Source: an optimization exercise on an open RTL-to-GDS flow (aim: small area). Production flows keep margins and buffers that such runs may drop. In this exercise RTL edits were held to simulation tests only and were not proved equivalent to the original. Power is estimated from default activity; no workload was simulated.

`flow/design.v`:
```
module blinkled
(
  input CLK,
  input RST,
  output [32-1:0] maxi_awaddr,
  output [8-1:0] maxi_awlen,
  output [3-1:0] maxi_awsize,
  output [2-1:0] maxi_awburst,
  output [1-1:0] maxi_awlock,
  output [4-1:0] maxi_awcache,
  output [3-1:0] maxi_awprot,
  output [4-1:0] maxi_awqos,
  output [2-1:0] maxi_awuser,
  output maxi_awvalid,
  input maxi_awready,
  output [32-1:0] maxi_wdata,
  output [4-1:0] maxi_wstrb,
  output maxi_wlast,
  output maxi_wvalid,
  input maxi_wready,
  input [2-1:0] maxi_bresp,
  input maxi_bvalid,
  output maxi_bready,
  output [32-1:0] maxi_araddr,
  output [8-1:0] maxi_arlen,
  output [3-1:0] maxi_arsize,
  output [2-1:0] maxi_arburst,
  output [1-1:0] maxi_arlock,
  output [4-1:0] maxi_arcache,
  output [3-1:0] maxi_arprot,
  output [4-1:0] maxi_arqos,
  output [2-1:0] maxi_aruser,
  output maxi_arvalid,
  input maxi_arready,
  input [32-1:0] maxi_rdata,
  input [2-1:0] maxi_rresp,
  input maxi_rlast,
  input maxi_rvalid,
  output maxi_rready,
  input [32-1:0] saxi_awaddr,
  input [4-1:0] saxi_awcache,
  input [3-1:0] saxi_awprot,
  input saxi_awvalid,
  output saxi_awready,
  input [32-1:0] saxi_wdata,
  input [4-1:0] saxi_wstrb,
  input saxi_wvalid,
  output saxi_wready,
  output [2-1:0] saxi_bresp,
  output saxi_bvalid,
  input saxi_bready,
  input [32-1:0] saxi_araddr,
  input [4-1:0] saxi_arcache,
  input [3-1:0] saxi_arprot,
  input saxi_arvalid,
  output saxi_arready,
  output [32-1:0] saxi_rdata,
  output [2-1:0] saxi_rresp,
  output saxi_rvalid,
  input saxi_rready
);
  assign maxi_awlen   = 8'd0;
  assign maxi_awsize  = 3'd2;
  assign maxi_awburst = 2'd1;
  assign maxi_awlock  = 1'd0;
  assign maxi_awcache = 4'd3;
  assign maxi_awprot  = 3'd0;
  assign maxi_awqos   = 4'd0;
  assign maxi_awuser  = 2'd0;
  assign maxi_wstrb   = 4'hf;
  assign maxi_wlast   = 1'b1;
  assign maxi_bready  = 1'b1;
  assign maxi_arlen   = 8'd0;
  assign maxi_arsize  = 3'd2;
  assign maxi_arburst = 2'd1;
  assign maxi_arlock  = 1'd0;
  assign maxi_arcache = 4'd3;
  assign maxi_arprot  = 3'd0;
  assign maxi_arqos   = 4'd0;
  assign maxi_aruser  = 2'd0;
  assign saxi_bresp   = 2'd0;
  assign saxi_rresp   = 2'd0;
  reg [31:0] r_n, r_a, r_b, r_c, r_s6, r_s7;
  reg        bvalid_r, rvalid_r, rbusy;
  reg [2:0]  raddr;
  wire       busy;
  wire wr = saxi_awvalid & saxi_wvalid & ~bvalid_r;
  wire rd = saxi_arvalid & ~rvalid_r;
  assign saxi_awready = wr;
  assign saxi_wready  = wr;
  assign saxi_arready = ~rvalid_r;
  assign saxi_bvalid  = bvalid_r;
  assign saxi_rvalid  = rvalid_r;
  reg [31:0] rdata_mux;
  always @* begin
    case (raddr)
      3'd2: rdata_mux = r_n;
      3'd3: rdata_mux = r_a;
      3'd4: rdata_mux = r_b;
      3'd5: rdata_mux = r_c;
      3'd6: rdata_mux = r_s6;
      3'd7: rdata_mux = r_s7;
      default: rdata_mux = {31'd0, rbusy};
    endcase
  end
  assign saxi_rdata = rdata_mux;
  wire start = wr & (saxi_awaddr[4:2] == 3'd0) & (saxi_wdata == 32'd1);
  always @(posedge CLK) begin
    if (RST) begin
      bvalid_r <= 1'b0;
      rvalid_r <= 1'b0;
    end else begin
      if (wr) bvalid_r <= 1'b1;
      else if (saxi_bready) bvalid_r <= 1'b0;
      if (rd) rvalid_r <= 1'b1;
      else if (saxi_rready) rvalid_r <= 1'b0;
    end
    if (rd) begin
      raddr <= saxi_araddr[4:2];
      rbusy <= busy;
    end
    if (wr) begin
      case (saxi_awaddr[4:2])
        3'd2: r_n  <= saxi_wdata;
        3'd3: r_a  <= saxi_wdata;
        3'd4: r_b  <= saxi_wdata;
        3'd5: r_c  <= saxi_wdata;
        3'd6: r_s6 <= saxi_wdata;
        3'd7: r_s7 <= saxi_wdata;
        default: ;
      endcase
    end
  end
  wire [4:0] n5  = r_n[4:0];
  wire [3:0] nm1 = n5 - 5'd1;
  function [13:0] addr_add;
    input [13:0] base;
    input [7:0]  off;
    reg c;
    reg p;
    integer i;
    begin
      c = 1'b0;
      for (i = 0; i < 8; i = i + 1) begin
        addr_add[i] = base[i] ^ off[i] ^ c;
        c = (base[i] & off[i]) | (c & (base[i] ^ off[i]));
      end
      p = 1'b1;
      for (i = 8; i < 14; i = i + 1) begin
        addr_add[i] = base[i] ^ (c & p);
        p = p & base[i];
      end
    end
  endfunction
  reg       ar_run, ar_sel;
  reg [3:0] ak, aj, ai;
  reg [7:0] arow, boff;
  reg       aw_v;
  reg [1:0] wcnt;
  wire ak_last = (ak == nm1);
  wire aj_last = (aj == nm1);
  wire ai_last = (ai == nm1);
  wire elem_end = ar_sel & ak_last;
  wire [7:0]  aoff  = arow + {4'd0, ak};
  wire [7:0]  roff  = ar_sel ? boff : aoff;
  wire [13:0] rbase = ar_sel ? r_b[15:2] : r_a[15:2];
  assign maxi_araddr  = {r_a[31:16], addr_add(rbase, roff), 2'b00};
  assign maxi_arvalid = ar_run & ~(elem_end & (aw_v | (wcnt == 2'd3)));
  assign maxi_awvalid = aw_v;
  assign maxi_awaddr  = {r_c[31:16], addr_add(r_c[15:2], arow + {4'd0, aj}), 2'b00};
  assign busy = ar_run | (wcnt != 2'd0);
  wire ar_hs = maxi_arvalid & maxi_arready;
  wire job_end = elem_end & aj_last & ai_last;
  always @(posedge CLK) begin
    if (RST) begin
      ar_run <= 1'b0;
      aw_v <= 1'b0;
      wcnt <= 2'd0;
    end else begin
      if (start) ar_run <= 1'b1;
      else if (ar_hs & job_end) ar_run <= 1'b0;
      if (start | (ar_hs & elem_end & ~job_end)) aw_v <= 1'b1;
      else if (maxi_awready) aw_v <= 1'b0;
      wcnt <= wcnt + {1'b0, start | (ar_hs & elem_end & ~job_end)} - {1'b0, maxi_bvalid};
    end
    if (start) begin
      ar_sel <= 1'b0;
      ak <= 4'd0; aj <= 4'd0; ai <= 4'd0;
      arow <= 8'd0; boff <= 8'd0;
    end else if (ar_hs) begin
      ar_sel <= ~ar_sel;
      if (ar_sel) begin
        boff <= (ak_last & aj_last) ? 8'd0 : boff + 8'd1;
        ak <= ak_last ? 4'd0 : ak + 4'd1;
        if (ak_last) begin
          aj <= aj_last ? 4'd0 : aj + 4'd1;
          if (aj_last) begin
            arow <= arow + {3'd0, n5};
            ai <= ai + 4'd1;
          end
        end
      end
    end
  end
  localparam C_A = 3'd0, C_B = 3'd1, C_L = 3'd2, C_F = 3'd3, C_W = 3'd4;
  reg [2:0]  cst;
  reg [1:0]  s;
  reg        pend3;
  reg [31:0] X, acc;
  reg [2:0]  cr;
  reg [3:0]  ck;
  wire slice3 = ((cst == C_A) & pend3) | (cst == C_L);
  wire bslice = (cst == C_B);
  reg [8:0] ybus;
  always @* begin
    case (s)
      2'd0: ybus = {maxi_rdata[7:0], 1'b0};
      2'd1: ybus = maxi_rdata[15:7];
      default: ybus = maxi_rdata[23:15];
    endcase
  end
  wire [8:0]  y  = ({9{slice3}} & X[8:0]) | ({9{bslice}} & ybus);
  wire [31:0] xm = slice3 ? {X[31:9], 9'd0} : X;
  wire [31:0] sum;
  wire [2:0]  co;
  mac_core u_mac (.x(xm), .y(y), .acc(acc), .ci(cr), .sum(sum), .co(co));
  assign maxi_rready = (cst == C_A) | (bslice & (s == 2'd2));
  assign maxi_wdata  = acc;
  assign maxi_wvalid = (cst == C_W);
  wire w_hs = (cst == C_W) & maxi_wready;
  always @(posedge CLK) begin
    if (RST) begin
      cst <= C_A;
      pend3 <= 1'b0;
    end else if (start) begin
      cst <= C_A;
      pend3 <= 1'b0;
    end else begin
      case (cst)
        C_A: begin
          pend3 <= 1'b0;
          if (maxi_rvalid) cst <= C_B;
        end
        C_B: if (maxi_rvalid & (s == 2'd2)) begin
          if (ck == nm1) cst <= C_L;
          else begin cst <= C_A; pend3 <= 1'b1; end
        end
        C_L: cst <= (co == 3'd0) ? C_W : C_F;
        C_F: if (co == 3'd0) cst <= C_W;
        C_W: if (maxi_wready) cst <= C_A;
        default: cst <= C_A;
      endcase
    end
    if (start | w_hs) begin
      acc <= 32'd0;
      cr <= 3'd0;
      ck <= 4'd0;
    end else if (slice3 | (bslice & maxi_rvalid) | (cst == C_F)) begin
      acc <= sum;
      cr <= co;
    end
    case (cst)
      C_A: if (maxi_rvalid) begin X <= maxi_rdata; s <= 2'd0; end
      C_B: if (maxi_rvalid) begin
        s <= s + 2'd1;
        if (s == 2'd2) begin
          X <= {X[23:1], maxi_rdata[31:23]};
          ck <= ck + 4'd1;
        end else begin
          X <= {X[23:0], 8'd0};
        end
      end
      default: ;
    endcase
  end
endmodule
module mac_core (
  input  [31:0] x,
  input  [8:0]  y,
  input  [31:0] acc,
  input  [2:0]  ci,
  output [31:0] sum,
  output [2:0]  co
);
  wire one1 = y[1] ^ y[0];
  wire two2 = (y[2] & ~y[1] & ~y[0]) | (~y[2] & y[1] & y[0]);
  wire neg3 = y[2] & ~(y[1] & y[0]);
  wire pp4 = ((one1 & x[0]) ^ neg3);
  wire pp5 = (((one1 & x[1]) | (two2 & x[0])) ^ neg3);
  wire pp6 = (((one1 & x[2]) | (two2 & x[1])) ^ neg3);
  wire pp7 = (((one1 & x[3]) | (two2 & x[2])) ^ neg3);
  wire pp8 = (((one1 & x[4]) | (two2 & x[3])) ^ neg3);
  wire pp9 = (((one1 & x[5]) | (two2 & x[4])) ^ neg3);
  wire pp10 = (((one1 & x[6]) | (two2 & x[5])) ^ neg3);
  wire pp11 = (((one1 & x[7]) | (two2 & x[6])) ^ neg3);
  wire pp12 = (((one1 & x[8]) | (two2 & x[7])) ^ neg3);
  wire pp13 = (((one1 & x[9]) | (two2 & x[8])) ^ neg3);
  wire pp14 = (((one1 & x[10]) | (two2 & x[9])) ^ neg3);
  wire pp15 = (((one1 & x[11]) | (two2 & x[10])) ^ neg3);
  wire pp16 = (((one1 & x[12]) | (two2 & x[11])) ^ neg3);
  wire pp17 = (((one1 & x[13]) | (two2 & x[12])) ^ neg3);
  wire pp18 = (((one1 & x[14]) | (two2 & x[13])) ^ neg3);
  wire pp19 = (((one1 & x[15]) | (two2 & x[14])) ^ neg3);
  wire pp20 = (((one1 & x[16]) | (two2 & x[15])) ^ neg3);
  wire pp21 = (((one1 & x[17]) | (two2 & x[16])) ^ neg3);
  wire pp22 = (((one1 & x[18]) | (two2 & x[17])) ^ neg3);
  wire pp23 = (((one1 & x[19]) | (two2 & x[18])) ^ neg3);
  wire pp24 = (((one1 & x[20]) | (two2 & x[19])) ^ neg3);
  wire pp25 = (((one1 & x[21]) | (two2 & x[20])) ^ neg3);
  wire pp26 = (((one1 & x[22]) | (two2 & x[21])) ^ neg3);
  wire pp27 = (((one1 & x[23]) | (two2 & x[22])) ^ neg3);
  wire pp28 = (((one1 & x[24]) | (two2 & x[23])) ^ neg3);
  wire pp29 = (((one1 & x[25]) | (two2 & x[24])) ^ neg3);
  wire pp30 = (((one1 & x[26]) | (two2 & x[25])) ^ neg3);
  wire pp31 = (((one1 & x[27]) | (two2 & x[26])) ^ neg3);
  wire pp32 = (((one1 & x[28]) | (two2 & x[27])) ^ neg3);
  wire pp33 = (((one1 & x[29]) | (two2 & x[28])) ^ neg3);
  wire pp34 = (((one1 & x[30]) | (two2 & x[29])) ^ neg3);
  wire pp35 = (((one1 & x[31]) | (two2 & x[30])) ^ neg3);
  wire one36 = y[3] ^ y[2];
  wire two37 = (y[4] & ~y[3] & ~y[2]) | (~y[4] & y[3] & y[2]);
  wire neg38 = y[4] & ~(y[3] & y[2]);
  wire pp39 = ((one36 & x[0]) ^ neg38);
  wire pp40 = (((one36 & x[1]) | (two37 & x[0])) ^ neg38);
  wire pp41 = (((one36 & x[2]) | (two37 & x[1])) ^ neg38);
  wire pp42 = (((one36 & x[3]) | (two37 & x[2])) ^ neg38);
  wire pp43 = (((one36 & x[4]) | (two37 & x[3])) ^ neg38);
  wire pp44 = (((one36 & x[5]) | (two37 & x[4])) ^ neg38);
  wire pp45 = (((one36 & x[6]) | (two37 & x[5])) ^ neg38);
  wire pp46 = (((one36 & x[7]) | (two37 & x[6])) ^ neg38);
  wire pp47 = (((one36 & x[8]) | (two37 & x[7])) ^ neg38);
  wire pp48 = (((one36 & x[9]) | (two37 & x[8])) ^ neg38);
  wire pp49 = (((one36 & x[10]) | (two37 & x[9])) ^ neg38);
  wire pp50 = (((one36 & x[11]) | (two37 & x[10])) ^ neg38);
  wire pp51 = (((one36 & x[12]) | (two37 & x[11])) ^ neg38);
  wire pp52 = (((one36 & x[13]) | (two37 & x[12])) ^ neg38);
  wire pp53 = (((one36 & x[14]) | (two37 & x[13])) ^ neg38);
  wire pp54 = (((one36 & x[15]) | (two37 & x[14])) ^ neg38);
  wire pp55 = (((one36 & x[16]) | (two37 & x[15])) ^ neg38);
  wire pp56 = (((one36 & x[17]) | (two37 & x[16])) ^ neg38);
  wire pp57 = (((one36 & x[18]) | (two37 & x[17])) ^ neg38);
  wire pp58 = (((one36 & x[19]) | (two37 & x[18])) ^ neg38);
  wire pp59 = (((one36 & x[20]) | (two37 & x[19])) ^ neg38);
  wire pp60 = (((one36 & x[21]) | (two37 & x[20])) ^ neg38);
  wire pp61 = (((one36 & x[22]) | (two37 & x[21])) ^ neg38);
  wire pp62 = (((one36 & x[23]) | (two37 & x[22])) ^ neg38);
  wire pp63 = (((one36 & x[24]) | (two37 & x[23])) ^ neg38);
  wire pp64 = (((one36 & x[25]) | (two37 & x[24])) ^ neg38);
  wire pp65 = (((one36 & x[26]) | (two37 & x[25])) ^ neg38);
  wire pp66 = (((one36 & x[27]) | (two37 & x[26])) ^ neg38);
  wire pp67 = (((one36 & x[28]) | (two37 & x[27])) ^ neg38);
  wire pp68 = (((one36 & x[29]) | (two37 & x[28])) ^ neg38);
  wire one69 = y[5] ^ y[4];
  wire two70 = (y[6] & ~y[5] & ~y[4]) | (~y[6] & y[5] & y[4]);
  wire neg71 = y[6] & ~(y[5] & y[4]);
  wire pp72 = ((one69 & x[0]) ^ neg71);
  wire pp73 = (((one69 & x[1]) | (two70 & x[0])) ^ neg71);
  wire pp74 = (((one69 & x[2]) | (two70 & x[1])) ^ neg71);
  wire pp75 = (((one69 & x[3]) | (two70 & x[2])) ^ neg71);
  wire pp76 = (((one69 & x[4]) | (two70 & x[3])) ^ neg71);
  wire pp77 = (((one69 & x[5]) | (two70 & x[4])) ^ neg71);
  wire pp78 = (((one69 & x[6]) | (two70 & x[5])) ^ neg71);
  wire pp79 = (((one69 & x[7]) | (two70 & x[6])) ^ neg71);
  wire pp80 = (((one69 & x[8]) | (two70 & x[7])) ^ neg71);
  wire pp81 = (((one69 & x[9]) | (two70 & x[8])) ^ neg71);
  wire pp82 = (((one69 & x[10]) | (two70 & x[9])) ^ neg71);
  wire pp83 = (((one69 & x[11]) | (two70 & x[10])) ^ neg71);
  wire pp84 = (((one69 & x[12]) | (two70 & x[11])) ^ neg71);
  wire pp85 = (((one69 & x[13]) | (two70 & x[12])) ^ neg71);
  wire pp86 = (((one69 & x[14]) | (two70 & x[13])) ^ neg71);
  wire pp87 = (((one69 & x[15]) | (two70 & x[14])) ^ neg71);
  wire pp88 = (((one69 & x[16]) | (two70 & x[15])) ^ neg71);
  wire pp89 = (((one69 & x[17]) | (two70 & x[16])) ^ neg71);
  wire pp90 = (((one69 & x[18]) | (two70 & x[17])) ^ neg71);
  wire pp91 = (((one69 & x[19]) | (two70 & x[18])) ^ neg71);
  wire pp92 = (((one69 & x[20]) | (two70 & x[19])) ^ neg71);
  wire pp93 = (((one69 & x[21]) | (two70 & x[20])) ^ neg71);
  wire pp94 = (((one69 & x[22]) | (two70 & x[21])) ^ neg71);
  wire pp95 = (((one69 & x[23]) | (two70 & x[22])) ^ neg71);
  wire pp96 = (((one69 & x[24]) | (two70 & x[23])) ^ neg71);
  wire pp97 = (((one69 & x[25]) | (two70 & x[24])) ^ neg71);
  wire pp98 = (((one69 & x[26]) | (two70 & x[25])) ^ neg71);
  wire pp99 = (((one69 & x[27]) | (two70 & x[26])) ^ neg71);
  wire one100 = y[7] ^ y[6];
  wire two101 = (y[8] & ~y[7] & ~y[6]) | (~y[8] & y[7] & y[6]);
  wire neg102 = y[8] & ~(y[7] & y[6]);
  wire pp103 = ((one100 & x[0]) ^ neg102);
  wire pp104 = (((one100 & x[1]) | (two101 & x[0])) ^ neg102);
  wire pp105 = (((one100 & x[2]) | (two101 & x[1])) ^ neg102);
  wire pp106 = (((one100 & x[3]) | (two101 & x[2])) ^ neg102);
  wire pp107 = (((one100 & x[4]) | (two101 & x[3])) ^ neg102);
  wire pp108 = (((one100 & x[5]) | (two101 & x[4])) ^ neg102);
  wire pp109 = (((one100 & x[6]) | (two101 & x[5])) ^ neg102);
  wire pp110 = (((one100 & x[7]) | (two101 & x[6])) ^ neg102);
  wire pp111 = (((one100 & x[8]) | (two101 & x[7])) ^ neg102);
  wire pp112 = (((one100 & x[9]) | (two101 & x[8])) ^ neg102);
  wire pp113 = (((one100 & x[10]) | (two101 & x[9])) ^ neg102);
  wire pp114 = (((one100 & x[11]) | (two101 & x[10])) ^ neg102);
  wire pp115 = (((one100 & x[12]) | (two101 & x[11])) ^ neg102);
  wire pp116 = (((one100 & x[13]) | (two101 & x[12])) ^ neg102);
  wire pp117 = (((one100 & x[14]) | (two101 & x[13])) ^ neg102);
  wire pp118 = (((one100 & x[15]) | (two101 & x[14])) ^ neg102);
  wire pp119 = (((one100 & x[16]) | (two101 & x[15])) ^ neg102);
  wire pp120 = (((one100 & x[17]) | (two101 & x[16])) ^ neg102);
  wire pp121 = (((one100 & x[18]) | (two101 & x[17])) ^ neg102);
  wire pp122 = (((one100 & x[19]) | (two101 & x[18])) ^ neg102);
  wire pp123 = (((one100 & x[20]) | (two101 & x[19])) ^ neg102);
  wire pp124 = (((one100 & x[21]) | (two101 & x[20])) ^ neg102);
  wire pp125 = (((one100 & x[22]) | (two101 & x[21])) ^ neg102);
  wire pp126 = (((one100 & x[23]) | (two101 & x[22])) ^ neg102);
  wire pp127 = (((one100 & x[24]) | (two101 & x[23])) ^ neg102);
  wire pp128 = (((one100 & x[25]) | (two101 & x[24])) ^ neg102);
  wire s129 = pp8 ^ pp41;
  wire c130 = pp8 & pp41;
  wire s131 = pp9 ^ pp42;
  wire c132 = pp9 & pp42;
  wire p133 = pp10 ^ pp43;
  wire s134 = p133 ^ pp74;
  wire c135 = (pp10 & pp43) | (p133 & pp74);
  wire s136 = pp103 ^ neg102;
  wire c137 = pp103 & neg102;
  wire p138 = pp11 ^ pp44;
  wire s139 = p138 ^ pp75;
  wire c140 = (pp11 & pp44) | (p138 & pp75);
  wire s141 = pp104 ^ acc[7];
  wire c142 = pp104 & acc[7];
  wire p143 = pp12 ^ pp45;
  wire s144 = p143 ^ pp76;
  wire c145 = (pp12 & pp45) | (p143 & pp76);
  wire s146 = pp105 ^ acc[8];
  wire c147 = pp105 & acc[8];
  wire p148 = pp13 ^ pp46;
  wire s149 = p148 ^ pp77;
  wire c150 = (pp13 & pp46) | (p148 & pp77);
  wire s151 = pp106 ^ acc[9];
  wire c152 = pp106 & acc[9];
  wire p153 = pp14 ^ pp47;
  wire s154 = p153 ^ pp78;
  wire c155 = (pp14 & pp47) | (p153 & pp78);
  wire s156 = pp107 ^ acc[10];
  wire c157 = pp107 & acc[10];
  wire p158 = pp15 ^ pp48;
  wire s159 = p158 ^ pp79;
  wire c160 = (pp15 & pp48) | (p158 & pp79);
  wire s161 = pp108 ^ acc[11];
  wire c162 = pp108 & acc[11];
  wire p163 = pp16 ^ pp49;
  wire s164 = p163 ^ pp80;
  wire c165 = (pp16 & pp49) | (p163 & pp80);
  wire s166 = pp109 ^ acc[12];
  wire c167 = pp109 & acc[12];
  wire p168 = pp17 ^ pp50;
  wire s169 = p168 ^ pp81;
  wire c170 = (pp17 & pp50) | (p168 & pp81);
  wire s171 = pp110 ^ acc[13];
  wire c172 = pp110 & acc[13];
  wire p173 = pp18 ^ pp51;
  wire s174 = p173 ^ pp82;
  wire c175 = (pp18 & pp51) | (p173 & pp82);
  wire s176 = pp111 ^ acc[14];
  wire c177 = pp111 & acc[14];
  wire p178 = pp19 ^ pp52;
  wire s179 = p178 ^ pp83;
  wire c180 = (pp19 & pp52) | (p178 & pp83);
  wire s181 = pp112 ^ acc[15];
  wire c182 = pp112 & acc[15];
  wire p183 = pp20 ^ pp53;
  wire s184 = p183 ^ pp84;
  wire c185 = (pp20 & pp53) | (p183 & pp84);
  wire s186 = pp113 ^ acc[16];
  wire c187 = pp113 & acc[16];
  wire p188 = pp21 ^ pp54;
  wire s189 = p188 ^ pp85;
  wire c190 = (pp21 & pp54) | (p188 & pp85);
  wire s191 = pp114 ^ acc[17];
  wire c192 = pp114 & acc[17];
  wire p193 = pp22 ^ pp55;
  wire s194 = p193 ^ pp86;
  wire c195 = (pp22 & pp55) | (p193 & pp86);
  wire s196 = pp115 ^ acc[18];
  wire c197 = pp115 & acc[18];
  wire p198 = pp23 ^ pp56;
  wire s199 = p198 ^ pp87;
  wire c200 = (pp23 & pp56) | (p198 & pp87);
  wire s201 = pp116 ^ acc[19];
  wire c202 = pp116 & acc[19];
  wire p203 = pp24 ^ pp57;
  wire s204 = p203 ^ pp88;
  wire c205 = (pp24 & pp57) | (p203 & pp88);
  wire s206 = pp117 ^ acc[20];
  wire c207 = pp117 & acc[20];
  wire p208 = pp25 ^ pp58;
  wire s209 = p208 ^ pp89;
  wire c210 = (pp25 & pp58) | (p208 & pp89);
  wire s211 = pp118 ^ acc[21];
  wire c212 = pp118 & acc[21];
  wire p213 = pp26 ^ pp59;
  wire s214 = p213 ^ pp90;
  wire c215 = (pp26 & pp59) | (p213 & pp90);
  wire s216 = pp119 ^ acc[22];
  wire c217 = pp119 & acc[22];
  wire p218 = pp27 ^ pp60;
  wire s219 = p218 ^ pp91;
  wire c220 = (pp27 & pp60) | (p218 & pp91);
  wire s221 = pp120 ^ acc[23];
  wire c222 = pp120 & acc[23];
  wire p223 = pp28 ^ pp61;
  wire s224 = p223 ^ pp92;
  wire c225 = (pp28 & pp61) | (p223 & pp92);
  wire s226 = pp121 ^ acc[24];
  wire c227 = pp121 & acc[24];
  wire p228 = pp29 ^ pp62;
  wire s229 = p228 ^ pp93;
  wire c230 = (pp29 & pp62) | (p228 & pp93);
  wire s231 = pp122 ^ acc[25];
  wire c232 = pp122 & acc[25];
  wire p233 = pp30 ^ pp63;
  wire s234 = p233 ^ pp94;
  wire c235 = (pp30 & pp63) | (p233 & pp94);
  wire s236 = pp123 ^ acc[26];
  wire c237 = pp123 & acc[26];
  wire p238 = pp31 ^ pp64;
  wire s239 = p238 ^ pp95;
  wire c240 = (pp31 & pp64) | (p238 & pp95);
  wire s241 = pp124 ^ acc[27];
  wire c242 = pp124 & acc[27];
  wire p243 = pp32 ^ pp65;
  wire s244 = p243 ^ pp96;
  wire c245 = (pp32 & pp65) | (p243 & pp96);
  wire s246 = pp125 ^ acc[28];
  wire c247 = pp125 & acc[28];
  wire p248 = pp33 ^ pp66;
  wire s249 = p248 ^ pp97;
  wire c250 = (pp33 & pp66) | (p248 & pp97);
  wire s251 = pp126 ^ acc[29];
  wire c252 = pp126 & acc[29];
  wire p253 = pp34 ^ pp67;
  wire s254 = p253 ^ pp98;
  wire c255 = (pp34 & pp67) | (p253 & pp98);
  wire s256 = pp127 ^ acc[30];
  wire c257 = pp127 & acc[30];
  wire p258 = pp35 ^ pp68;
  wire s259 = p258 ^ pp99;
  wire c260 = (pp35 & pp68) | (p258 & pp99);
  wire s261 = pp128 ^ acc[31];
  wire c262 = pp128 & acc[31];
  wire s263 = pp6 ^ pp39;
  wire c264 = pp6 & pp39;
  wire s265 = pp7 ^ pp40;
  wire c266 = pp7 & pp40;
  wire p267 = s129 ^ pp72;
  wire s268 = p267 ^ neg71;
  wire c269 = (s129 & pp72) | (p267 & neg71);
  wire p270 = s131 ^ pp73;
  wire s271 = p270 ^ acc[5];
  wire c272 = (s131 & pp73) | (p270 & acc[5]);
  wire p273 = s134 ^ s136;
  wire s274 = p273 ^ acc[6];
  wire c275 = (s134 & s136) | (p273 & acc[6]);
  wire p276 = s139 ^ s141;
  wire s277 = p276 ^ c135;
  wire c278 = (s139 & s141) | (p276 & c135);
  wire p279 = s144 ^ s146;
  wire s280 = p279 ^ c140;
  wire c281 = (s144 & s146) | (p279 & c140);
  wire p282 = s149 ^ s151;
  wire s283 = p282 ^ c145;
  wire c284 = (s149 & s151) | (p282 & c145);
  wire p285 = s154 ^ s156;
  wire s286 = p285 ^ c150;
  wire c287 = (s154 & s156) | (p285 & c150);
  wire p288 = s159 ^ s161;
  wire s289 = p288 ^ c155;
  wire c290 = (s159 & s161) | (p288 & c155);
  wire p291 = s164 ^ s166;
  wire s292 = p291 ^ c160;
  wire c293 = (s164 & s166) | (p291 & c160);
  wire p294 = s169 ^ s171;
  wire s295 = p294 ^ c165;
  wire c296 = (s169 & s171) | (p294 & c165);
  wire p297 = s174 ^ s176;
  wire s298 = p297 ^ c170;
  wire c299 = (s174 & s176) | (p297 & c170);
  wire p300 = s179 ^ s181;
  wire s301 = p300 ^ c175;
  wire c302 = (s179 & s181) | (p300 & c175);
  wire p303 = s184 ^ s186;
  wire s304 = p303 ^ c180;
  wire c305 = (s184 & s186) | (p303 & c180);
  wire p306 = s189 ^ s191;
  wire s307 = p306 ^ c185;
  wire c308 = (s189 & s191) | (p306 & c185);
  wire p309 = s194 ^ s196;
  wire s310 = p309 ^ c190;
  wire c311 = (s194 & s196) | (p309 & c190);
  wire p312 = s199 ^ s201;
  wire s313 = p312 ^ c195;
  wire c314 = (s199 & s201) | (p312 & c195);
  wire p315 = s204 ^ s206;
  wire s316 = p315 ^ c200;
  wire c317 = (s204 & s206) | (p315 & c200);
  wire p318 = s209 ^ s211;
  wire s319 = p318 ^ c205;
  wire c320 = (s209 & s211) | (p318 & c205);
  wire p321 = s214 ^ s216;
  wire s322 = p321 ^ c210;
  wire c323 = (s214 & s216) | (p321 & c210);
  wire p324 = s219 ^ s221;
  wire s325 = p324 ^ c215;
  wire c326 = (s219 & s221) | (p324 & c215);
  wire p327 = s224 ^ s226;
  wire s328 = p327 ^ c220;
  wire c329 = (s224 & s226) | (p327 & c220);
  wire p330 = s229 ^ s231;
  wire s331 = p330 ^ c225;
  wire c332 = (s229 & s231) | (p330 & c225);
  wire p333 = s234 ^ s236;
  wire s334 = p333 ^ c230;
  wire c335 = (s234 & s236) | (p333 & c230);
  wire p336 = s239 ^ s241;
  wire s337 = p336 ^ c235;
  wire c338 = (s239 & s241) | (p336 & c235);
  wire p339 = s244 ^ s246;
  wire s340 = p339 ^ c240;
  wire c341 = (s244 & s246) | (p339 & c240);
  wire p342 = s249 ^ s251;
  wire s343 = p342 ^ c245;
  wire c344 = (s249 & s251) | (p342 & c245);
  wire p345 = s254 ^ s256;
  wire s346 = p345 ^ c250;
  wire c347 = (s254 & s256) | (p345 & c250);
  wire p348 = s259 ^ s261;
  wire s349 = p348 ^ c255;
  wire c350 = (s259 & s261) | (p348 & c255);
  wire s351 = pp4 ^ neg3;
  wire c352 = pp4 & neg3;
  wire s353 = pp5 ^ acc[1];
  wire c354 = pp5 & acc[1];
  wire p355 = s263 ^ neg38;
  wire s356 = p355 ^ acc[2];
  wire c357 = (s263 & neg38) | (p355 & acc[2]);
  wire p358 = s265 ^ acc[3];
  wire s359 = p358 ^ c264;
  wire c360 = (s265 & acc[3]) | (p358 & c264);
  wire p361 = s268 ^ acc[4];
  wire s362 = p361 ^ c266;
  wire c363 = (s268 & acc[4]) | (p361 & c266);
  wire p364 = s271 ^ c130;
  wire s365 = p364 ^ c269;
  wire c366 = (s271 & c130) | (p364 & c269);
  wire p367 = s274 ^ c132;
  wire s368 = p367 ^ c272;
  wire c369 = (s274 & c132) | (p367 & c272);
  wire p370 = s277 ^ c137;
  wire s371 = p370 ^ c275;
  wire c372 = (s277 & c137) | (p370 & c275);
  wire p373 = s280 ^ c142;
  wire s374 = p373 ^ c278;
  wire c375 = (s280 & c142) | (p373 & c278);
  wire p376 = s283 ^ c147;
  wire s377 = p376 ^ c281;
  wire c378 = (s283 & c147) | (p376 & c281);
  wire p379 = s286 ^ c152;
  wire s380 = p379 ^ c284;
  wire c381 = (s286 & c152) | (p379 & c284);
  wire p382 = s289 ^ c157;
  wire s383 = p382 ^ c287;
  wire c384 = (s289 & c157) | (p382 & c287);
  wire p385 = s292 ^ c162;
  wire s386 = p385 ^ c290;
  wire c387 = (s292 & c162) | (p385 & c290);
  wire p388 = s295 ^ c167;
  wire s389 = p388 ^ c293;
  wire c390 = (s295 & c167) | (p388 & c293);
  wire p391 = s298 ^ c172;
  wire s392 = p391 ^ c296;
  wire c393 = (s298 & c172) | (p391 & c296);
  wire p394 = s301 ^ c177;
  wire s395 = p394 ^ c299;
  wire c396 = (s301 & c177) | (p394 & c299);
  wire p397 = s304 ^ c182;
  wire s398 = p397 ^ c302;
  wire c399 = (s304 & c182) | (p397 & c302);
  wire p400 = s307 ^ c187;
  wire s401 = p400 ^ c305;
  wire c402 = (s307 & c187) | (p400 & c305);
  wire p403 = s310 ^ c192;
  wire s404 = p403 ^ c308;
  wire c405 = (s310 & c192) | (p403 & c308);
  wire p406 = s313 ^ c197;
  wire s407 = p406 ^ c311;
  wire c408 = (s313 & c197) | (p406 & c311);
  wire p409 = s316 ^ c202;
  wire s410 = p409 ^ c314;
  wire c411 = (s316 & c202) | (p409 & c314);
  wire p412 = s319 ^ c207;
  wire s413 = p412 ^ c317;
  wire c414 = (s319 & c207) | (p412 & c317);
  wire p415 = s322 ^ c212;
  wire s416 = p415 ^ c320;
  wire c417 = (s322 & c212) | (p415 & c320);
  wire p418 = s325 ^ c217;
  wire s419 = p418 ^ c323;
  wire c420 = (s325 & c217) | (p418 & c323);
  wire p421 = s328 ^ c222;
  wire s422 = p421 ^ c326;
  wire c423 = (s328 & c222) | (p421 & c326);
  wire p424 = s331 ^ c227;
  wire s425 = p424 ^ c329;
  wire c426 = (s331 & c227) | (p424 & c329);
  wire p427 = s334 ^ c232;
  wire s428 = p427 ^ c332;
  wire c429 = (s334 & c232) | (p427 & c332);
  wire p430 = s337 ^ c237;
  wire s431 = p430 ^ c335;
  wire c432 = (s337 & c237) | (p430 & c335);
  wire p433 = s340 ^ c242;
  wire s434 = p433 ^ c338;
  wire c435 = (s340 & c242) | (p433 & c338);
  wire p436 = s343 ^ c247;
  wire s437 = p436 ^ c341;
  wire c438 = (s343 & c247) | (p436 & c341);
  wire p439 = s346 ^ c252;
  wire s440 = p439 ^ c344;
  wire c441 = (s346 & c252) | (p439 & c344);
  wire p442 = s349 ^ c257;
  wire s443 = p442 ^ c347;
  wire c444 = (s349 & c257) | (p442 & c347);
  wire s445 = s351 ^ acc[0];
  wire c446 = s351 & acc[0];
  wire p447 = s353 ^ c352;
  wire s448 = p447 ^ c446;
  wire c449 = (s353 & c352) | (p447 & c446);
  wire p450 = s356 ^ c354;
  wire s451 = p450 ^ c449;
  wire c452 = (s356 & c354) | (p450 & c449);
  wire p453 = s359 ^ c357;
  wire s454 = p453 ^ c452;
  wire c455 = (s359 & c357) | (p453 & c452);
  wire p456 = s362 ^ c360;
  wire s457 = p456 ^ c455;
  wire c458 = (s362 & c360) | (p456 & c455);
  wire p459 = s365 ^ c363;
  wire s460 = p459 ^ c458;
  wire c461 = (s365 & c363) | (p459 & c458);
  wire p462 = s368 ^ c366;
  wire s463 = p462 ^ c461;
  wire c464 = (s368 & c366) | (p462 & c461);
  wire p465 = s371 ^ c369;
  wire s466 = p465 ^ c464;
  wire c467 = (s371 & c369) | (p465 & c464);
  wire p468 = s374 ^ c372;
  wire s469 = p468 ^ ci[0];
  wire c470 = (s374 & c372) | (p468 & ci[0]);
  wire p471 = s377 ^ c375;
  wire s472 = p471 ^ c470;
  wire c473 = (s377 & c375) | (p471 & c470);
  wire p474 = s380 ^ c378;
  wire s475 = p474 ^ c473;
  wire c476 = (s380 & c378) | (p474 & c473);
  wire p477 = s383 ^ c381;
  wire s478 = p477 ^ c476;
  wire c479 = (s383 & c381) | (p477 & c476);
  wire p480 = s386 ^ c384;
  wire s481 = p480 ^ c479;
  wire c482 = (s386 & c384) | (p480 & c479);
  wire p483 = s389 ^ c387;
  wire s484 = p483 ^ c482;
  wire c485 = (s389 & c387) | (p483 & c482);
  wire p486 = s392 ^ c390;
  wire s487 = p486 ^ c485;
  wire c488 = (s392 & c390) | (p486 & c485);
  wire p489 = s395 ^ c393;
  wire s490 = p489 ^ c488;
  wire c491 = (s395 & c393) | (p489 & c488);
  wire p492 = s398 ^ c396;
  wire s493 = p492 ^ ci[1];
  wire c494 = (s398 & c396) | (p492 & ci[1]);
  wire p495 = s401 ^ c399;
  wire s496 = p495 ^ c494;
  wire c497 = (s401 & c399) | (p495 & c494);
  wire p498 = s404 ^ c402;
  wire s499 = p498 ^ c497;
  wire c500 = (s404 & c402) | (p498 & c497);
  wire p501 = s407 ^ c405;
  wire s502 = p501 ^ c500;
  wire c503 = (s407 & c405) | (p501 & c500);
  wire p504 = s410 ^ c408;
  wire s505 = p504 ^ c503;
  wire c506 = (s410 & c408) | (p504 & c503);
  wire p507 = s413 ^ c411;
  wire s508 = p507 ^ c506;
  wire c509 = (s413 & c411) | (p507 & c506);
  wire p510 = s416 ^ c414;
  wire s511 = p510 ^ c509;
  wire c512 = (s416 & c414) | (p510 & c509);
  wire p513 = s419 ^ c417;
  wire s514 = p513 ^ c512;
  wire c515 = (s419 & c417) | (p513 & c512);
  wire p516 = s422 ^ c420;
  wire s517 = p516 ^ ci[2];
  wire c518 = (s422 & c420) | (p516 & ci[2]);
  wire p519 = s425 ^ c423;
  wire s520 = p519 ^ c518;
  wire c521 = (s425 & c423) | (p519 & c518);
  wire p522 = s428 ^ c426;
  wire s523 = p522 ^ c521;
  wire c524 = (s428 & c426) | (p522 & c521);
  wire p525 = s431 ^ c429;
  wire s526 = p525 ^ c524;
  wire c527 = (s431 & c429) | (p525 & c524);
  wire p528 = s434 ^ c432;
  wire s529 = p528 ^ c527;
  wire c530 = (s434 & c432) | (p528 & c527);
  wire p531 = s437 ^ c435;
  wire s532 = p531 ^ c530;
  wire c533 = (s437 & c435) | (p531 & c530);
  wire p534 = s440 ^ c438;
  wire s535 = p534 ^ c533;
  wire c536 = (s440 & c438) | (p534 & c533);
  wire p537 = s443 ^ c441;
  wire s538 = p537 ^ c536;
  wire c539 = (s443 & c441) | (p537 & c536);
  assign sum = {s538, s535, s532, s529, s526, s523, s520, s517, s514, s511, s508, s505, s502, s499, s496, s493, s490, s487, s484, s481, s478, s475, s472, s469, s466, s463, s460, s457, s454, s451, s448, s445};
  assign co = {c515, c491, c467};
endmodule
```
`flow/flow/run.sh`:
```
#!/bin/bash
# Standard ORFS layout, with smaller port buffers, one tie cell per constant,
# and a clock tree of small buffers without dummy loads. Each tool's output
# goes to a log of its own.
set -euo pipefail
bash standard.sh \
  'BUFFER_PORTS_ARGS=-buffer_cell sky130_fd_sc_hd__buf_1' \
  'SKIP_REPAIR_TIE_FANOUT=1' \
  'CTS_ARGS=-sink_clustering_enable -repair_clock_nets -dont_use_dummy_load -sink_clustering_size 12 -sink_clustering_max_diameter 50 -buf_list {sky130_fd_sc_hd__clkbuf_8}' \
  finish > flow_make.log 2>&1
```
`flow/standard.sh`:
```
#!/bin/bash
# synth_recipe.tcl (not shown) runs the flow's synth.tcl, then flattens the netlist and writes it again
# the make line also repeats each setting of config.mk as NAME=value (left out here)
make -C /OpenROAD-flow-scripts/flow DESIGN_CONFIG=/design/flow/config.mk WORK_HOME=/design/flow/orfs CLKGATE_MAP_FILE= SYNTH_SCRIPT=/design/flow/synth_recipe.tcl "${@:-finish}"
```
`flow/config.mk`:
```
export PLATFORM = sky130hd
export DESIGN_NAME = blinkled
export DESIGN_NICKNAME = blinkled
export VERILOG_FILES = /design/flow/design.v
export SDC_FILE = /design/flow/constraint.sdc
export NUM_CORES = 4
export LEC_CHECK = 0
export CAP_MARGIN = 5
export CORE_MARGIN = 2
export CORE_UTILIZATION = 40
export SLEW_MARGIN = 5
```
`flow/constraint.sdc`:
```
create_clock -name core_clock -period 10.0 [get_ports {CLK}]
set_input_delay 2.0000 -clock core_clock [delete_from_list [all_inputs] [get_ports {CLK}]]
set_output_delay 2.0000 -clock core_clock [all_outputs]
set_load 0.01 [all_outputs]
```
==> results of run 1 <==
power by group:
group | internal, W | switching (W) | total (W)
logic | 0.00172 | 0.00208 | 0.00381
registers | 0.00150 | 0.000135 | 0.00164
clock network | 0.000370 | 0.000443 | 0.000813
total | 0.00360 | 0.00266 | 0.00626
critical path, cell delays in order:
cell	delay [ps]
buf_1	90
or3b_2	460
a21oi_2	300
or2_2	220
ha_1	460
a22oi_1	300
xor2_1	200
fa_1	480
fa_1	550
inv_1	50
fa_1	460
inv_1	80
fa_1	160
inv_1	50
fa_1	370
fa_1	380
fa_1	390
fa_1	380
fa_1	380
fa_1	380
xnor2_1	150
xnor2_1	280
xnor2_1	170
xnor2_1	160
xnor3_1	340
xnor3_1	200
a211oi_2	220
metal layers:
metal  vias to the layer above  share of wire [%]  global-route usage (%)
met1                      6799                 44                    27.1
met3                        90                8.4                    4.87
met4                        12                2.5                    5.62
met5                         -               0.17                       0
met2                       493                 45                    30.3
li1                       6431                  -                       -
worst paths after layout:
kind                   from  endpoint  slack, ps  cells after the start
max          maxi_rdata[20]   acc[31]        780                     27
min                  acc[4]    acc[4]        480                      2
max reg2reg          cst[2]    cst[1]       1180                     24
min reg2reg          acc[4]    acc[4]        480                      2
metrics by stage:
step	worst slack [ps]	utilization (%)	hold WS, ps	cell area (sq um)
floorplan	770	-	475	20100
global placement	275	41.9	469	21000
detailed placement	196	41.9	475	21000
CTS	813	43.1	480	21500
global route	399	43.1	502	21500
finish	776	43.1	478	21500
state kept, by name, indices dropped and copies added (netlist names), 32 cells and up:
| register | flops |
|---|---|
| r_b | 32 |
| r_c | 32 |
| r_s6 | 32 |
| X | 32 |
| acc | 32 |
| r_s7 | 32 |
| r_a | 32 |
| r_n | 32 |
logic make-up after synthesis:
kind of cell,synth area share [%]
simple gates,9.68
buf+inv,9.27
compound gates,12.2
flops,42.1
fa+ha+maj,16.5
xor+xnor,8.44
mux,1.75
other cells,0.0373
synth_stat cells (all sizes together), types with 12 or more instances:
master  number
a21oi       56
a22oi      202
buf        145
clkbuf      74
dfxtp       78
edfxtp     230
fa         127
ha          63
inv        154
mux2i       26
nand2      156
nand3       55
nand4       12
nor2        98
nor3        13
nor4        14
o21ai       34
or3b        12
xnor2       95
xor2        87
final cells by class:
type                       count  share of cell area [%]
clock buffer                  42                    2.68
antenna                        1                  0.0116
timing repair buffer         259                    5.41
tap                          672                    3.90
multi-input combinational   1161                    46.0
inverter                     154                    2.68
sequential                   308                    39.3
placed cells by master, fill, tap and decap left out, types with 11 or more instances in the layout:
cell type  count
a21oi_1       48
a22oi_1      202
buf_1        214
buf_4         43
clkbuf_8      42
dfxtp_1       78
edfxtp_1     230
fa_1         127
ha_1          63
inv_1        152
mux2i_1       23
nand2_1      156
nand3_1       55
nand4_1       12
nor2_1        89
nor4_1        11
o21ai_0       28
xnor2_1       93
xor2_1        87
==> impl_results.md, run 1 <==
* Status: finished clean
* Period minus WS final at 9220 ps
* First-pass GRT wire length at 79800 um
* Synth warnings at 1
* Synth area leaders: edfxtp_1 (34%), fa_1 (13%), dfxtp_1 (7.8%), a22oi_1 (7.5%), xnor2_1 (4.0%)
* GRT Overall Usage at 19.5%
* TritonCTS Buffers at 42
* RSZ-0062 raised after global routing: false
* Layout cells sized above 1 at 8.26%
* Setup TNS at 0 ps
* Max Cap Viol at 0
* TritonRoute pass-1 iters at 6
* Max FO, Critical Path at 14
* WL/cell at 19.7 um
* H-tree lvl count at 2
* Max Buffers Root-to-Sink at 3
* DR vias/cell at 5.32
* Reg area at 8470 sq um
* CP arrival at 9690 ps
* #FFs+latches synth at 308
* Prevailing post-synth register cell: edfxtp_1
* I/O pin count at 364
* Die X at 228 um
* Leak at 8.14 nW
* Die ar. at 52100 sq um
* Hold Path Class: reg -> reg
* CTS tree: yes
* Initial antenna violation count at 7
* Relative slew slack at 17.8%
* Detail Placement HPWL at 36700 um
* Pwr dens at 290 nW/um^2
* DRC Markers at 0
* CTS Sinks at 308
* Initial Util at 40.3%
* Area Growth Syn to Fin at 6.99%
* Vias in the first global route at 13900
* GR Overflow Total at 0
* I/O Buffers at 214
* Setup Viol. Count Final at 0
* Peak Freq at 108 MHz
* Final period utilization at 92.2%
* Kind of critical path: in -> reg
* Drt initial violations at 950
* CTS Hold Buffers Added at 0
* Routed Antenna Nets at 0
* Synth Instances at 1842
* Resize count post-CTS at 0
* CP Capture Type: register
* Pin count of the biggest net entering global routing at 55
* Critical path launch point type: input pin
* Clock latency on the worst-skew pair at 660 ps
* PnR Total Power at 0.00626 W
* Register area share after synthesis at 42.1%
* Number of core rows at 82
* Reg clk slew, reported paths at 40 ps
* Critical Path RT at 10470 ps
* RD Place Congestion at 0.860
* Syn Area/Cell at 10.9 sq um
* Worst vdd ir at 0.000210 V
* Worst Tran Pin Value at 1230 ps
* Multi-input logic area at 9910 sq um
* Final cell count without fillers at 2597
* EDFF count, synth at 230
* Total wire length at 51100 um
* Placeable Area at 50000 sq um
* Final setup skew at 116 ps
* Post CTS Setup Buffer Count at 0
* Async SR Flop Fraction at 0%
* Final hold violation count at 0
* Clock Tree Root: clkbuf_8
* DP Cell Count at 2554
* Max Slew Vio Count at 0
* Post-synth top area share at 34.3%
* Filler Cell Count at 4820
* Via count at 13800
* Fin nets at 2279
* Count of cell types in the netlist at 71
* Largest area contributor in the netlist: edfxtp_1
* Synth Cell Area at 20100 sq um
* Die Y at 228 um
==> inputs of run 2 (changes only) <==
==> flow/flow/run.sh (replaced) <==
#!/bin/bash
# Standard ORFS layout, with smaller port buffers, one tie cell per constant,
# and a clock tree of small buffers without dummy loads. Each tool's output
# goes to a log of its own.
set -euo pipefail
bash standard.sh \
  'BUFFER_PORTS_ARGS=-buffer_cell sky130_fd_sc_hd__buf_1' \
  'SKIP_REPAIR_TIE_FANOUT=1' \
  'CTS_ARGS=-sink_clustering_enable -repair_clock_nets -dont_use_dummy_load -sink_clustering_size 20 -sink_clustering_max_diameter 60 -buf_list {sky130_fd_sc_hd__clkbuf_8}' \
  finish > flow_make.log 2>&1
--- a/flow/config.mk
+++ b/flow/config.mk
@@ -6,6 +6,6 @@
 export NUM_CORES = 4
 export LEC_CHECK = 0
-export CAP_MARGIN = 5
+export CAP_MARGIN = 20
 export CORE_MARGIN = 2
 export CORE_UTILIZATION = 40
-export SLEW_MARGIN = 5
+export SLEW_MARGIN = 20
==> impl_results.md, run 2 <==
* Max Slew Vio Count at 0
* Post-synth top area share at 34.3%
* Final cell count without fillers at 2592
* Most frequent cells in the layout: edfxtp_1 (230), buf_1 (214), a22oi_1 (202)
* Status: finished clean
* Max FO, Critical Path at 14
* H-tree lvl count at 2
* Critical Path RT at 10430 ps
* Syn Area/Cell at 10.9 sq um
* Most common cell after layout, fill and taps aside: edfxtp_1
* CTS tree: yes
* Reg clk slew, reported paths at 40 ps
* Final hold violation count at 0
* Setup TNS at 0 ps
* First-pass GRT wire length at 79600 um
* RD Place Congestion at 0.860
* Placeable Area at 50000 sq um
* Worst vdd ir at 0.000256 V
* Kind of critical path: in -> reg
* WHS Path Cells at 2
* DP Cell Count at 2555
* I/O Buffers at 214
* GR Overflow Total at 0
* Count of cell types in the netlist at 71
* TritonCTS Buffers at 34
* Filler Cell Count at 4772
* Most numerous cell in the Yosys netlist: edfxtp_1
* I/O pin count at 364
* Register area share after synthesis at 42.1%
* Leak at 8.11 nW
* Final setup skew at 123 ps
* Synth warnings at 1
* Synth Cell Area at 20100 sq um
* Die Y at 228 um
* Clock Tree Root: clkbuf_8
* Detail Placement HPWL at 36800 um
* Die X at 228 um
* Reg area at 8470 sq um
* Worst Tran Pin Value at 1060 ps
* Max Cap Viol at 0
* Initial Util at 40.3%
* Period minus WS final at 9290 ps
* RSZ-0062 raised after global routing: false
* DR vias/cell at 5.32
* Die ar. at 52100 sq um
* CTS Hold Buffers Added at 0
* CP Capture Type: register
* Total wire length at 51200 um
* Post CTS Setup Buffer Count at 0
* Setup Viol. Count Final at 0
* Number of core rows at 82
* Pin count of the biggest net entering global routing at 55
* Drt initial violations at 938
* Area Growth Syn to Fin at 6.69%
* Pwr dens at 288 nW/um^2
* Prevailing post-synth register cell: edfxtp_1
* CP arrival at 9720 ps
* Vias in the first global route at 13800
* Routed Antenna Nets at 0
* Fin nets at 2273
* Multi-input logic area at 9910 sq um
* CTS Sinks at 308
* WL/cell at 19.7 um
* Resize count post-CTS at 0
* Relative slew slack at 29.4%
* Final period utilization at 92.9%
* #FFs+latches synth at 308
* Layout cells sized above 1 at 7.98%
* Synth area leaders: edfxtp_1 (34%), fa_1 (13%), dfxtp_1 (7.8%), a22oi_1 (7.5%), xnor2_1 (4.0%)
* Via count at 13800
* TritonRoute pass-1 iters at 5
* Max Buffers Root-to-Sink at 3
* Async SR Flop Fraction at 0%
* EDFF count, synth at 230
* Largest area contributor in the netlist: edfxtp_1
* Peak Freq at 108 MHz
* GRT Overall Usage at 19.5%
* Clock latency on the worst-skew pair at 640 ps
* Initial antenna violation count at 7
* Synth Instances at 1842
* Hold Path Class: reg -> reg
* Critical path launch point type: input pin
* DRC Markers at 0
* Reg2Reg Depth at 24
* Commonest cells post-synth: edfxtp_1 (230), a22oi_1 (202), nand2_1 (156), inv_1 (152), fa_1 (127)
[run 2: cell counts after synthesis]
No cell type changed its count.
[run 2: final timing paths]
check	slack [ps]	from	to
hold reg to reg	480	acc[4]	acc[4]
hold / removal	480	acc[4]	acc[4]
setup reg to reg	1120	cst[2]	cst[1]
setup / recovery	710	maxi_rdata[20]	acc[31]
[run 2: area by class of cell]
| cell class | count | area share [%] |
|---|---|---|
| diodes | 2 | 0.0233 |
| clock buffers | 34 | 2.18 |
| inverters | 154 | 2.69 |
| multi-input cells | 1161 | 46.1 |
| flip-flops and latches | 308 | 39.4 |
| well taps | 672 | 3.91 |
| repair buffers | 261 | 5.65 |
[run 2: through the flow]
stage	instance area, sq um	power, W	utilization (%)	setup WS (ps)	hold slack [ps]
floorplan	20100	0.00467	-	770	475
global placement	21000	0.00547	41.9	275	469
detailed placement	21000	0.00553	42.0	190	475
CTS	21500	0.00628	42.9	763	482
global route	21500	0.00694	43.0	397	508
finish	21500	0.00619	43.0	712	482
[run 2: logic make-up after synthesis]
group	synth area share (%)
AND/OR/NAND/NOR	9.68
AO/OA/AOI/OAI	12.2
XOR/XNOR	8.44
buffers and inverters	9.27
other	0.0373
adder cells (fa/ha/maj)	16.5
flip-flops	42.1
multiplexers	1.75
[run 2: critical path: stages]
cell and delay [ps]:
buf_1 90, or3b_2 460, a21oi_2 310, or2_2 220, ha_1 460, buf_4 280, a22oi_1 240, xor2_1 200
fa_1 460, fa_1 550, inv_1 60, fa_1 500, fa_1 440, fa_1 380, fa_1 380, fa_1 390
fa_1 380, fa_1 380, xnor2_1 160, xnor2_1 300, xnor2_1 170, xnor2_1 160, xnor3_1 340, xnor3_1 200
a211oi_2 210
[run 2: report_power, final]
group          internal, W  total, W  leakage [nW]  switching, W
Clock             0.000303  0.000735         0.244      0.000432
Combinational      0.00172   0.00381          5.11       0.00209
Sequential         0.00150   0.00164          2.75      0.000135
[run 2: metal layers]
metal / wire, um / vias to the layer above / GRT usage, %
li1: - / 6422 / -
met1: 23100 / 6841 / 27.1
met2: 23300 / 450 / 30.6
met3: 3580 / 79 / 4.39
met4: 1160 / 10 / 5.21
met5: 67 / - / 0
==> inputs of run 3 (changes only) <==
--- a/flow/design.v
+++ b/flow/design.v
@@ -134,6 +134,6 @@
   wire [4:0] n5  = r_n[4:0];
   wire [3:0] nm1 = n5 - 5'd1;
-  function [13:0] addr_add;
-    input [13:0] base;
+  function [29:0] addr_add;
+    input [29:0] base;
     input [7:0]  off;
     reg c;
@@ -147,5 +147,5 @@
       end
       p = 1'b1;
-      for (i = 8; i < 14; i = i + 1) begin
+      for (i = 8; i < 30; i = i + 1) begin
         addr_add[i] = base[i] ^ (c & p);
         p = p & base[i];
@@ -164,9 +164,9 @@
   wire [7:0]  aoff  = arow + {4'd0, ak};
   wire [7:0]  roff  = ar_sel ? boff : aoff;
-  wire [13:0] rbase = ar_sel ? r_b[15:2] : r_a[15:2];
-  assign maxi_araddr  = {r_a[31:16], addr_add(rbase, roff), 2'b00};
+  wire [29:0] rbase = ar_sel ? r_b[31:2] : r_a[31:2];
+  assign maxi_araddr  = {addr_add(rbase, roff), 2'b00};
   assign maxi_arvalid = ar_run & ~(elem_end & (aw_v | (wcnt == 2'd3)));
   assign maxi_awvalid = aw_v;
-  assign maxi_awaddr  = {r_c[31:16], addr_add(r_c[15:2], arow + {4'd0, aj}), 2'b00};
+  assign maxi_awaddr  = {addr_add(r_c[31:2], arow + {4'd0, aj}), 2'b00};
   assign busy = ar_run | (wcnt != 2'd0);
   wire ar_hs = maxi_arvalid & maxi_arready;
==> impl_results.md, run 3 <==
* Status: finished clean
* RSZ-0062 raised after global routing: false
* Post CTS Setup Buffer Count at 0
* Die X at 232 um
* Multi-input logic area at 10700 sq um
* Reg area at 8470 sq um
* Setup TNS at 0 ps
* Most Frequent Cell on Critical Path: fa_1
* Placed cell area at 21800 sq um
* Critical path launch point type: input pin
* Vias in the first global route at 14600
* Max Slew Vio Count at 0
* Reg clk slew, reported paths at 80 ps
* Peak Freq at 110 MHz
* Clock Tree Root: clkbuf_8
* #FFs+latches synth at 308
* CTS tree: yes
* Most numerous cell in the Yosys netlist: edfxtp_1
* Slowest stage delay, CP at 550 ps
* Pin count of the biggest net entering global routing at 55
* Count of cell types in the netlist at 78
* Largest area contributor in the netlist: edfxtp_1
* Die Y at 232 um
* Post-synth top area share at 33.3%
* Synth area leaders: edfxtp_1 (33%), fa_1 (12%), dfxtp_1 (7.5%), a22oi_1 (7.3%), xnor2_1 (4.8%)
* Most frequent cells in the layout: edfxtp_1 (230), buf_1 (214), a22oi_1 (203)
* I/O Buffers at 214
* I/O pin count at 364
* Area Growth Syn to Fin at 7.47%
* Max FO, Critical Path at 6
* Drt initial violations at 1120
* Worst vdd ir at 0.000159 V
* CP Capture Type: register
* First-pass GRT wire length at 85800 um
* Initial antenna violation count at 13
* DR vias/cell at 5.40
* Async SR Flop Fraction at 0%
* Kind of critical path: in -> reg
* TritonCTS Buffers at 31
* Hold Path Class: reg -> reg
* Pwr dens at 244 nW/um^2
* Register area share after synthesis at 40.8%
* GR Overflow Total at 0
* Worst Tran Pin Value at 1030 ps
* Placeable Area at 51300 sq um
* Slowest stage cell, crit path: fa_1
* WL/cell at 20.4 um
* Layout cells sized above 1 at 7.52%
* Synth Instances at 1934
* Synth warnings at 1
* TritonRoute pass-1 iters at 5
* Filler Cell Count at 4957
* Prevailing post-synth register cell: edfxtp_1
* CTS Hold Buffers Added at 0
* Via count at 14700
* Fin area at 22300 sq um
* Leak at 8.34 nW
* CTS Sinks at 308
* CP arrival at 9600 ps
* Fin nets at 2390
* Core Util, Final at 43.5%
* Final period utilization at 90.5%
* Commonest cells post-synth: edfxtp_1 (230), a22oi_1 (203), nand2_1 (176), inv_1 (154), fa_1 (127)
* Syn Area/Cell at 10.7 sq um
* EDFF count, synth at 230
* Synth Cell Area at 20800 sq um
* Period minus WS final at 9050 ps
* Initial Util at 40.5%
* Final setup skew at 100 ps
* Total wire length at 55600 um
* Max Buffers Root-to-Sink at 3
* H-tree lvl count at 1
* Critical Path RT at 10550 ps
* Routed Antenna Nets at 0
* Detail Placement HPWL at 40000 um
* Resize count post-CTS at 0
* GRT Overall Usage at 20.6%
* Most common cell after layout, fill and taps aside: edfxtp_1
* DRC Markers at 0
* Max Cap Viol at 0
* Setup Viol. Count Final at 0
* Die ar. at 53700 sq um
* Relative slew slack at 31.1%
* Number of core rows at 83
* RD Place Congestion at 0.902
* Final hold violation count at 0
* Clock latency on the worst-skew pair at 690 ps
## run 3: cell count changes after synthesis, sizes merged, moves of 11 or more
cell   previous run  this run
mux2i            26        37
xor2             87       103
xnor2            95       115
nand3            55        68
nand2           156       176
buf             145       114
## run 3: kinds of logic (layout without fill, tap and decap cells)
family                     count (synthesis)  after routing  synth area share (%)
and+or+nand+nor                          467            467                  10.8
AOI/OAI and AO/OA                        350            350                  12.2
buffers and inverters                    350            451                  8.01
DFF                                      308            308                  40.8
xor gates and xnor gates                 223            223                  9.78
adders and majority gates                190            190                  16.0
muxes                                     44             44                  2.32
other                                      2              9                0.0362
## run 3: critical path: cells and delay by family
family	cells	cell delay [ps]
adder cells (fa/ha/maj)	10	4050
AO/OA/AOI/OAI	5	1400
XOR/XNOR	7	1540
multiplexers	1	310
buffers and inverters	4	300
## run 3: path summary, 6_finish.rpt
| kind | startpoint | to | slack [ps] | cells after the start |
|---|---|---|---|---|
| max reg2reg | cst[0] | acc[31] | 1230 | 27 |
| min reg2reg | acc[1] | acc[1] | 480 | 2 |
| max | maxi_rdata[1] | acc[31] | 950 | 27 |
| min | acc[1] | acc[1] | 480 | 2 |
## run 3: cell type report
class                      instances  share of cell area, %
timing repair buffer             264                   5.48
clock buffer                      31                   1.91
tap                              680                   3.81
multi-input combinational       1276                   48.1
inverter                         156                   2.62
antenna                            7                 0.0785
sequential                       308                   38.0
## run 3: per-layer routing
metal  GRT usage, %  vias to the layer above  part of all wire [%]
li1               -                     6851                     -
met1           28.1                     7151                    43
met2           31.5                      559                    45
met3           5.01                      119                   8.7
met4           7.73                       14                   3.7
met5              0                        -                  0.17
## run 3: stage by stage
stage,power [W],instances,hold WS (ps),setup WS (ps)
6_report,0.00544,2722,478,946
5_1_grt,0.00606,2717,510,649
4_1_cts,0.00553,2714,478,983
3_5_place_dp,0.00482,2683,471,308
3_3_place_gp,0.00474,2683,469,290
2_1_floorplan,0.00408,1934,476,771
## run 3: power by group
| part | switching (W) | internal [W] |
|---|---|---|
| Combinational | 0.00172 | 0.00140 |
| Sequential | 0.000130 | 0.00149 |
| Clock | 0.000426 | 0.000272 |
==> inputs of run 4 (changes only) <==
==> flow/run.sh (new file) <==
#!/bin/bash
# synth_recipe.tcl (not shown) runs the flow's synth.tcl, then flattens the netlist and writes it again
# the make line also repeats each setting of config.mk as NAME=value (left out here)
make -C /OpenROAD-flow-scripts/flow DESIGN_CONFIG=/design/flow/config.mk WORK_HOME=/design/flow/orfs CLKGATE_MAP_FILE= SYNTH_SCRIPT=/design/flow/synth_recipe.tcl finish
removed: flow/flow/run.sh
removed: flow/standard.sh
==> impl_results.md, run 4 <==
* Synth warnings at 1
* Critical Path RT at 10490 ps
* Max Cap Viol at 0
* Syn Area/Cell at 10.7 sq um
* GRT Overall Usage at 21.4%
* I/O Buffers at 214
* Async SR Flop Fraction at 0%
* Placement Setup Slack at -55.6 ps
* Kind of critical path: in -> reg
* Largest area contributor in the netlist: edfxtp_1
* Die X at 232 um
* Pwr dens at 254 nW/um^2
* GR Overflow Total at 0
* Drt initial violations at 1379
* Hold Path Class: reg -> reg
* Slowest stage delay, CP at 530 ps
* CP Capture Type: register
* Most frequent cells in the layout: edfxtp_1 (230), clkdlybuf4s50_1 (214), a22oi_1 (203)
* TritonRoute pass-1 iters at 6
* Min Hold Slack at 473 ps
* Synth Instances at 1934
* Max Buffers Root-to-Sink at 3
* Fin area at 24700 sq um
* Setup Viol. Count Final at 0
* CTS Sinks at 308
* Core Util, Final at 48.2%
* Post CTS Setup Buffer Count at 0
* Most Frequent Cell on Critical Path: fa_1
* Detail Placement HPWL at 41500 um
* Via count at 15100
* Die Y at 232 um
* Synth area leaders: edfxtp_1 (33%), fa_1 (12%), dfxtp_1 (7.5%), a22oi_1 (7.3%), xnor2_1 (4.8%)
* TritonCTS Buffers at 37
* Final setup skew at 32.4 ps
* I/O pin count at 364
* Area Growth Syn to Fin at 19.2%
* Resize count post-CTS at 0
* Leak at 9.55 nW
* Clock Tree Root: clkbuf_16
* Max Slew Vio Count at 0
* Placeable Area at 51300 sq um
* Worst vdd ir at 0.000183 V
* Routed Antenna Nets at 0
* WL/cell at 20.5 um
* CTS Hold Buffers Added at 0
* Relative slew slack at 31.7%
* Critical path launch point type: input pin
* Die ar. at 53700 sq um
* Number of core rows at 83
* Final setup margin at 456 ps
* Layout cells sized above 1 at 8.62%
* First-pass GRT wire length at 88300 um
* Max FO, Critical Path at 9
* Slowest stage cell, crit path: clkdlybuf4s50_1
* Clock latency on the worst-skew pair at 570 ps
* Reg clk slew, reported paths at 60 ps
* Post-synth top area share at 33.3%
* H-tree lvl count at 2
* Synth Cell Area at 20800 sq um
* Final period utilization at 95.4%
* Peak Freq at 105 MHz
* DP Cell Count at 2760
* Register area share after synthesis at 40.8%
* Worst Tran Pin Value at 1020 ps
* Commonest cells post-synth: edfxtp_1 (230), a22oi_1 (203), nand2_1 (176), inv_1 (154), fa_1 (127)
* RD Place Congestion at 0.878
* Placed cell area at 23500 sq um
* Initial Util at 40.5%
* CTS tree: yes
* Fin nets at 2473
* Prevailing post-synth register cell: edfxtp_1
* Final cell count without fillers at 2831
* Most numerous cell in the Yosys netlist: edfxtp_1
* Period minus WS final at 9540 ps
* Initial antenna violation count at 13
* DR vias/cell at 5.34
* Filler Cell Count at 4708
* EDFF count, synth at 230
* Status: finished clean
* Most common cell after layout, fill and taps aside: edfxtp_1
* CP arrival at 10030 ps
* Vias in the first global route at 15000
* Total wire length at 58100 um
* #FFs+latches synth at 308
* DRC Markers at 0
* Count of cell types in the netlist at 78
* RSZ-0062 raised after global routing: false
* Pin count of the biggest net entering global routing at 48
* Final hold violation count at 0
## run 4: cell counts after synthesis
No cell type changed its count.
## run 4: path summary, 6_finish.rpt
check / startpoint / endpoint / slack (ps) / cells after the start
min: acc[4] / acc[4] / 470 / 2
max: maxi_rdata[17] / acc[31] / 460 / 28
min reg2reg: acc[4] / acc[4] / 470 / 2
max reg2reg: cst[0] / acc[31] / 1400 / 27
## run 4: kinds of logic after synthesis
kind of cell | count (synthesis) | share of synthesized area (%)
muxes | 44 | 2.32
AOI/OAI and AO/OA | 350 | 12.2
and+or+nand+nor | 467 | 10.8
DFF | 308 | 40.8
xor gates and xnor gates | 223 | 9.78
adders and majority gates | 190 | 16.0
other | 2 | 0.0362
buffers and inverters | 350 | 8.01
## run 4: power by group
part	switching (W)	total (W)	internal, W
Combinational	0.00174	0.00328	0.00155
Clock	0.000572	0.00137	0.000795
Sequential	0.000131	0.00163	0.00149
Total	0.00244	0.00628	0.00384
## run 4: metrics by stage
step,setup TNS [ps],total power (W)
after global placement,0,0.00486
after floorplan,0,0.00408
after global routing,0,0.00694
final,0,0.00628
after CTS,0,0.00638
after detailed placement,-79.3,0.00497
## run 4: metal layers
metal / vias to the layer above / part of all wire, % / wire, um / global-route usage (%)
met2: 582 / 45 / 26400 / 33.5
met1: 7454 / 43 / 25300 / 29.1
met5: - / 0.15 / 88 / 0
met3: 101 / 8.1 / 4730 / 5.46
met4: 12 / 2.8 / 1620 / 7.09
li1: 6977 / - / - / -
## run 4: worst max-delay path, delay by kind of cell
kind / cells / cell delay (ps)
AO/OA/AOI/OAI: 4 / 970
XOR/XNOR: 7 / 1490
adder cells (fa/ha/maj): 10 / 3900
AND/OR/NAND/NOR: 1 / 360
buffers and inverters: 5 / 940
multiplexers: 1 / 360
## run 4: area by class of cell
cell class,instances,area (sq um),share of cell area [%]
clock buffers,44,952,3.85
inverters,156,586,2.37
multi-input cells,1342,11000,44.3
clock inverters,22,273,1.10
flip-flops and latches,308,8470,34.2
repair buffers,275,2640,10.7
diodes,4,10.0,0.0404
well taps,680,851,3.44

==> separate check: timing with driven ports <==
Ports are ideal in the flow. The routed layouts listed here were re-timed in OpenROAD. Step 1 assumes that a clkbuf_16 drives the clock port and a buf_2 every other input. Step 2 times the ports against the registers' clock, not the clock port: input delays grow and output delays shrink by t, the midpoint of the rising clock arrivals with the driver on. Three values: ideal ports, drivers, drivers and shift; two values: the first two.
| run | t, ns | setup WS [ns] | worst slew at a driven data input, ns |
|---|---|---|---|
| run 1 | 0.658 | 0.776 / 0.808 / 0.150 | 0.10 |
| run 2 | 0.641 | 0.712 / 0.743 / 0.102 | 0.09 |
| run 3 | 0.696 | 0.946 / 0.917 / 0.221 | 0.10 |
| run 4 | 0.617 | 0.456 / 0.486 / -0.130 | 0.09 |
With both steps, setup timing fails in run 4, where it was met with ideal ports. For run 3, which loses most, drivers alone change the setup slack by -0.029 ns; drivers and shift together by -0.725 ns.
